Source: an optimization exercise on an open RTL-to-GDS flow (aim: a short achievable clock period and few clock cycles per item). Production flows keep margins and buffers that such runs may drop. At most, simulation tests tie the RTL to the original design; equivalence was not proved. Power is estimated from default activity; no workload was simulated.

== main ==
Design cpu, start of the top module:
module cpu(clk, rst, imem_addr, imem_rdata, dmem_addr, dmem_rdata, dmem_we, dmem_wdata);
Size in the first run: ~8900 cells after synthesis, about 82000 um2 of cells after synthesis.
export LEC_CHECK = 0
export CAP_MARGIN = 20
export CORE_MARGIN = 2
export CORE_UTILIZATION = 40
export SETUP_SLACK_MARGIN = 5
export SLEW_MARGIN = 20
export SYNTH_HIERARCHICAL = 1
create_clock -name core_clock -period 7.5 [get_ports {clk}]
standard.sh (not shown) runs the stock make flow with config.mk's settings and CLKGATE_MAP_FILE= SYNTH_SCRIPT=/design/flow/synth_recipe.tcl, a recipe that flattens the netlist after the stock synthesis.
==> flow/flow/run.sh <==
#!/bin/bash
# The standard layout (standard.sh) with these changes:
# - synthesis leaves Yosys's adders to ABC instead of mapping them to the
#   library's full/half-adder cells, and ABC maps for delay (structural choices, then its classic
#   mapper; flow/abc.script) instead of ORFS's speed script;
set -o pipefail
export ADDER_MAP_FILE=
export MY_ABC_SCRIPT=$PWD/flow/abc.script
# The standard flow's synthesis script with the ABC script replaced
{ head -n 1 synth_recipe.tcl
  cat <<'EOT'
proc abc {args} {
  set i [lsearch -exact $args -script]
  if {$i >= 0} { set args [lreplace $args $i [expr {$i + 1}] -script $::env(MY_ABC_SCRIPT)] }
  yosys abc {*}$args
}
EOT
  tail -n +2 synth_recipe.tcl; } > flow_synth.tcl
bash standard.sh SYNTH_SCRIPT=$PWD/flow_synth.tcl SETUP_SLACK_MARGIN=5 finish 2>&1 | tee standard.log
==> flow/flow/abc.script <==
strash
dch
map -D 300
buffer -c
topo
stime -c
upsize -c
dnsize -c
Every stage of the flow completed for main, and the final layout passed the timing, DRC and antenna checks.
Testbench counts of main, summed over its fixed seeds: cycles 46,044, instructions 44,290.
Here is what was changed in the inputs of the feature branch compared with main.
- CORE_UTILIZATION: 40 -> 25
Results
Going from main to the feature branch, design area grows by 1.4%. Relative to main, the delay contributed by the slowest stage of the critical path of the feature branch is higher by 0.50 ns. The feature branch ends up with a final clock period utilization by the worst path that is 0.34 points higher than in main. The feature branch finished every stage and its layout cleared the timing, DRC and antenna checks. [compare] base=main new=the feature branch: internal power fell about 2.3%; final worst slack fell 0.025 ns; number of vias after detailed routing fell about 2%; switching component of the power about even. The higher clock buffer and inverter area fraction after layout of the feature branch and main is in main. A slowest cell on the critical path of sky130_fd_sc_hd__dfxtp_4 is what main shows, while sky130_fd_sc_hd__a21oi_1 belongs to the feature branch. Compared with main, the feature branch shows a higher clock buffer count from CTS.

cpu, a different RTL version from the one above (not shown whole).
Size: roughly 1600 flip-flops, ~120 I/O pins, about 81000 um^2 of cells after synthesis.
export LEC_CHECK = 0
export CAP_MARGIN = 20
export CORE_MARGIN = 2
export CORE_UTILIZATION = 45
export SETUP_SLACK_MARGIN = 5
export SLEW_MARGIN = 20
export SYNTH_HIERARCHICAL = 1
create_clock -name core_clock -period 7.5 [get_ports {clk}]
==> flow/flow/run.sh <==
#!/bin/bash
# The standard layout (standard.sh) with these changes:
# - synthesis leaves Yosys's adders to ABC instead of mapping them to the
#   library's full/half-adder cells, and ABC maps for delay with its classic
#   mapper (flow/abc.script) instead of ORFS's speed script;
set -o pipefail
export ADDER_MAP_FILE=
export MY_ABC_SCRIPT=$PWD/flow/abc.script
# The standard flow's synthesis script with the ABC script replaced
{ head -n 1 synth_recipe.tcl
  cat <<'EOT'
proc abc {args} {
  set i [lsearch -exact $args -script]
  if {$i >= 0} { set args [lreplace $args $i [expr {$i + 1}] -script $::env(MY_ABC_SCRIPT)] }
  yosys abc {*}$args
}
EOT
  tail -n +2 synth_recipe.tcl; } > flow_synth.tcl
bash standard.sh SYNTH_SCRIPT=$PWD/flow_synth.tcl SETUP_SLACK_MARGIN=5 finish 2>&1 | tee standard.log
==> flow/flow/abc.script <==
strash
map -D 300
buffer -c
topo
stime -c
upsize -c
dnsize -c
Testbench counts at the start, summed over its fixed seeds: cycles 47,280, instructions 44,290.
Then changed:
- CORE_UTILIZATION: 45 -> 40
Wire length came out lower by about 3.6%.
Critical path depth came out lower by 11.
Hold slack barely changes.
Synthesized area is unchanged.
Then changed:
--- a/flow/flow/run.sh
+++ b/flow/flow/run.sh
@@ -5,2 +5,3 @@
 #   mapper (flow/abc.script) instead of ORFS's speed script;
+# - timing repair aims at a 5 ns setup margin;
 set -o pipefail
@@ -18,2 +19,2 @@
   tail -n +2 synth_recipe.tcl; } > flow_synth.tcl
-bash standard.sh SYNTH_SCRIPT=$PWD/flow_synth.tcl SETUP_SLACK_MARGIN=5 finish 2>&1 | tee standard.log
+bash standard.sh SYNTH_SCRIPT=$PWD/flow_synth.tcl SETUP_SLACK_MARGIN=5 PRE_RESIZE_TCL=$PWD/flow/pre_resize.tcl finish 2>&1 | tee standard.log
==> flow/flow/pre_resize.tcl (new file) <==
# Before the first buffering pass (repair_design): keep fanout low, so that
# high-fanout nets get buffer trees rather than long slow wires.
set_max_fanout 16 [current_design]
Effect: Synthesized cell count does not change; clock-buffer cell count came out lower by 9; routed wire length climbs by 7.3%; worst setup slack is worse by 0.15 ns; total power grows by 1.4%; final area rises by 4.8%.

cpu, a different RTL version from the one above (not shown whole).
Size: ~9000 cells after synthesis, ~1700 flip-flops, ~120 I/O pins.
==> flow/config.mk <==
export PLATFORM = sky130hd
export DESIGN_NAME = cpu
export DESIGN_NICKNAME = cpu
export VERILOG_FILES = /design/flow/design.v
export SDC_FILE = /design/flow/constraint.sdc
export NUM_CORES = 8
export LEC_CHECK = 0
export CAP_MARGIN = 20
export CORE_MARGIN = 2
export CORE_UTILIZATION = 50
export SETUP_SLACK_MARGIN = 5
export SLEW_MARGIN = 20
export SYNTH_HIERARCHICAL = 1
==> flow/constraint.sdc <==
create_clock -name core_clock -period 7.5 [get_ports {clk}]
set_input_delay 1.5000 -clock core_clock [delete_from_list [all_inputs] [get_ports {clk}]]
set_output_delay 1.5000 -clock core_clock [all_outputs]
set_load 0.01 [all_outputs]
==> flow/flow/run.sh <==
#!/bin/bash
# The standard layout (standard.sh) with these changes:
# - synthesis leaves Yosys's adders to ABC instead of mapping them to the
#   library's full/half-adder cells, and ABC maps for delay (structural choices, then its classic
#   mapper; flow/abc.script) instead of ORFS's speed script;
set -o pipefail
export ADDER_MAP_FILE=
export MY_ABC_SCRIPT=$PWD/flow/abc.script
# The standard flow's synthesis script with the ABC script replaced
{ head -n 1 synth_recipe.tcl
  cat <<'EOT'
proc abc {args} {
  set i [lsearch -exact $args -script]
  if {$i >= 0} { set args [lreplace $args $i [expr {$i + 1}] -script $::env(MY_ABC_SCRIPT)] }
  yosys abc {*}$args
}
EOT
  tail -n +2 synth_recipe.tcl; } > flow_synth.tcl
bash standard.sh SYNTH_SCRIPT=$PWD/flow_synth.tcl SETUP_SLACK_MARGIN=5 finish 2>&1 | tee standard.log
==> flow/flow/abc.script <==
strash
dch
map -D 300
buffer -c
topo
stime -c
upsize -c
dnsize -c
Next try:
- CORE_UTILIZATION: 50 -> 45
Outcome: The new run finished clean; combinational power stays flat; setup slack improves by 0.028 ns; via count is about the same; die area rises by 11%; routed wire length hardly moves; global-route usage went down by 3.9 points; synthesized cell count is unchanged; power goes up by 1.6%; worst hold slack degrades by 0.019 ns.
No run of this note included a check of the RTL's function; only the layout flow was run.

## wip/violet
Another version of the RTL of cpu (not shown whole).
Size: roughly 8700 cells after synthesis, ~1700 flip-flops.
==> flow/config.mk <==
export PLATFORM = sky130hd
export DESIGN_NAME = cpu
export DESIGN_NICKNAME = cpu
export VERILOG_FILES = /design/flow/design.v
export SDC_FILE = /design/flow/constraint.sdc
export NUM_CORES = 8
export LEC_CHECK = 0
export CAP_MARGIN = 20
export CORE_MARGIN = 2
export CORE_UTILIZATION = 30
export SETUP_SLACK_MARGIN = 5
export SLEW_MARGIN = 20
export SYNTH_HIERARCHICAL = 1
==> flow/constraint.sdc <==
create_clock -name core_clock -period 7.5 [get_ports {clk}]
set_input_delay 1.5000 -clock core_clock [delete_from_list [all_inputs] [get_ports {clk}]]
set_output_delay 1.5000 -clock core_clock [all_outputs]
set_load 0.01 [all_outputs]
Scripts as last shown in full above: flow/flow/run.sh, flow/flow/abc.script
### wip/violet -> wip/tundra
Settings: CORE_UTILIZATION: 30 -> 35.
-- flow/flow/run.sh --
<<< wip/violet, line 3
# - synthesis leaves Yosys's adders to ABC instead of mapping them to the
#   library's full/half-adder cells, and ABC maps for delay (structural choices, then its classic
#   mapper; flow/abc.script) instead of ORFS's speed script;
set -o pipefail
>>> wip/tundra, line 3
# - synthesis leaves Yosys's adders to ABC instead of mapping them to the
#   library's full/half-adder cells, and ABC maps for delay with its classic
#   mapper (flow/abc.script) instead of ORFS's speed script;
set -o pipefail
==> flow/flow/abc.script <==
strash
map -D 300
buffer -c
topo
stime -c
upsize -c
dnsize -c
==> results.txt <==
Compared with wip/violet, wip/tundra shows a clock skew that is 21 ps higher. In the metrics for wip/tundra and wip/violet, the one carrying the lower count of antenna diodes in the layout is wip/tundra. Compared with wip/violet, wip/tundra shows a higher via count. When the final numbers for wip/tundra and wip/violet were put side by side, the die area turned out to be greater in wip/violet.
No functional check of the RTL was part of any run of this note.

== 05-19 ==
Another version of the RTL of cpu (not shown whole).
For scale: ~10000 cells after synthesis, ~120 I/O pins.
make LEC_CHECK=0 ABC_CLOCK_PERIOD_IN_PS=2500 CAP_MARGIN=20 CORE_MARGIN=2 CORE_UTILIZATION=40 SETUP_SLACK_MARGIN=4.7 SLEW_MARGIN=20 finish   # period 7.5 ns
run.sh (not shown) runs the stock make flow with config.mk's settings and CLKGATE_MAP_FILE= SYNTH_SCRIPT=/design/flow/synth_recipe.tcl, a recipe that flattens the netlist after the stock synthesis.
Stock flow here: none of the scripts above is used.
05-19 ended with every stage complete and zero timing, DRC or antenna violations.
Input changes introduced in 01-13 (baseline for comparison: 05-19):
Settings: SETUP_SLACK_MARGIN: 4.7 -> 4.5; ABC_CLOCK_PERIOD_IN_PS: 2500 -> 3000.
==> results.txt <==
- 01-13 reports its destination of the critical timing path as PC[3] while 05-19 reports PC[9].
- In 01-13, total track usage is lower than in 05-19.
- Looking at 05-19 and 01-13, the total power is a wash.
- Internal power went up slightly going from 05-19 to 01-13.
- The final reports for 01-13 and 05-19 show share of layout cells above drive strength 1 lower in the former.
- Diff 05-19 -> 01-13 | maximum frequency | increase of 2.4%
- Lower TritonCTS buffer count was reported by 05-19, not 01-13.
- 01-13 against 05-19: first-pass GRT wire length now smaller, tightest hold margin now smaller.
- Looking only at share of cell area taken by flip-flops and latches, and setting everything else aside, the lower value of 05-19 and 01-13 goes to 05-19.
No functional check of the RTL was part of any run of this note.

## what the ideal ports hide
How much do the figures lean on ideal ports? The routed layouts below were timed once more, with nothing changed but the port constraints. Step 1: set_driving_cell puts a clkbuf_16 on clk and a buf_2 on each other input, an assumption about the parent block. Step 2 also shifts input and output timing later by t, the mid clock arrival at the registers, as if the neighbouring blocks saw the same clock. Three values: ideal, step 1, step 2; two values: the first two.
run	t (ns)	setup slack, ns	clock arrival spread, ns	worst data-port slew with drivers (ns)	pins driven straight from the clock port
main	0.940	4.644 / 4.556 / 3.810	0.083 / 0.083	0.34	1
the feature branch	0.911	4.619 / 4.590 / 3.928	0.091 / 0.091	0.32	1
the first run of note 2	0.928	4.405 / 4.405 / 3.797	0.054 / 0.054	0.39	1
the second run of note 2	0.927	4.565 / 4.477 / 3.914	0.044 / 0.043	0.25	1
the third run of note 2	0.926	4.419 / 4.343 / 3.903	0.057 / 0.058	0.23	1
the first run of note 3	0.938	4.550 / 4.550 / 3.854	0.051 / 0.051	0.43	1
the second run of note 3	0.949	4.578 / 4.544 / 3.799	0.064 / 0.064	0.34	1
wip/violet	0.947	4.382 / 4.382 / 3.721	0.038 / 0.038	0.31	1
wip/tundra	0.943	4.280 / 4.280 / 3.540	0.061 / 0.060	0.22	1
05-19	0.998	3.844 / 3.844 / 3.198	0.088 / 0.088	0.27	1
01-13	0.991	3.931 / 3.931 / 3.132	0.103 / 0.103	0.33	1
After both steps every run listed still meets setup and hold. The setup slack of main, which loses most, moves by -0.088 ns with the drivers and by -0.834 ns with both steps.
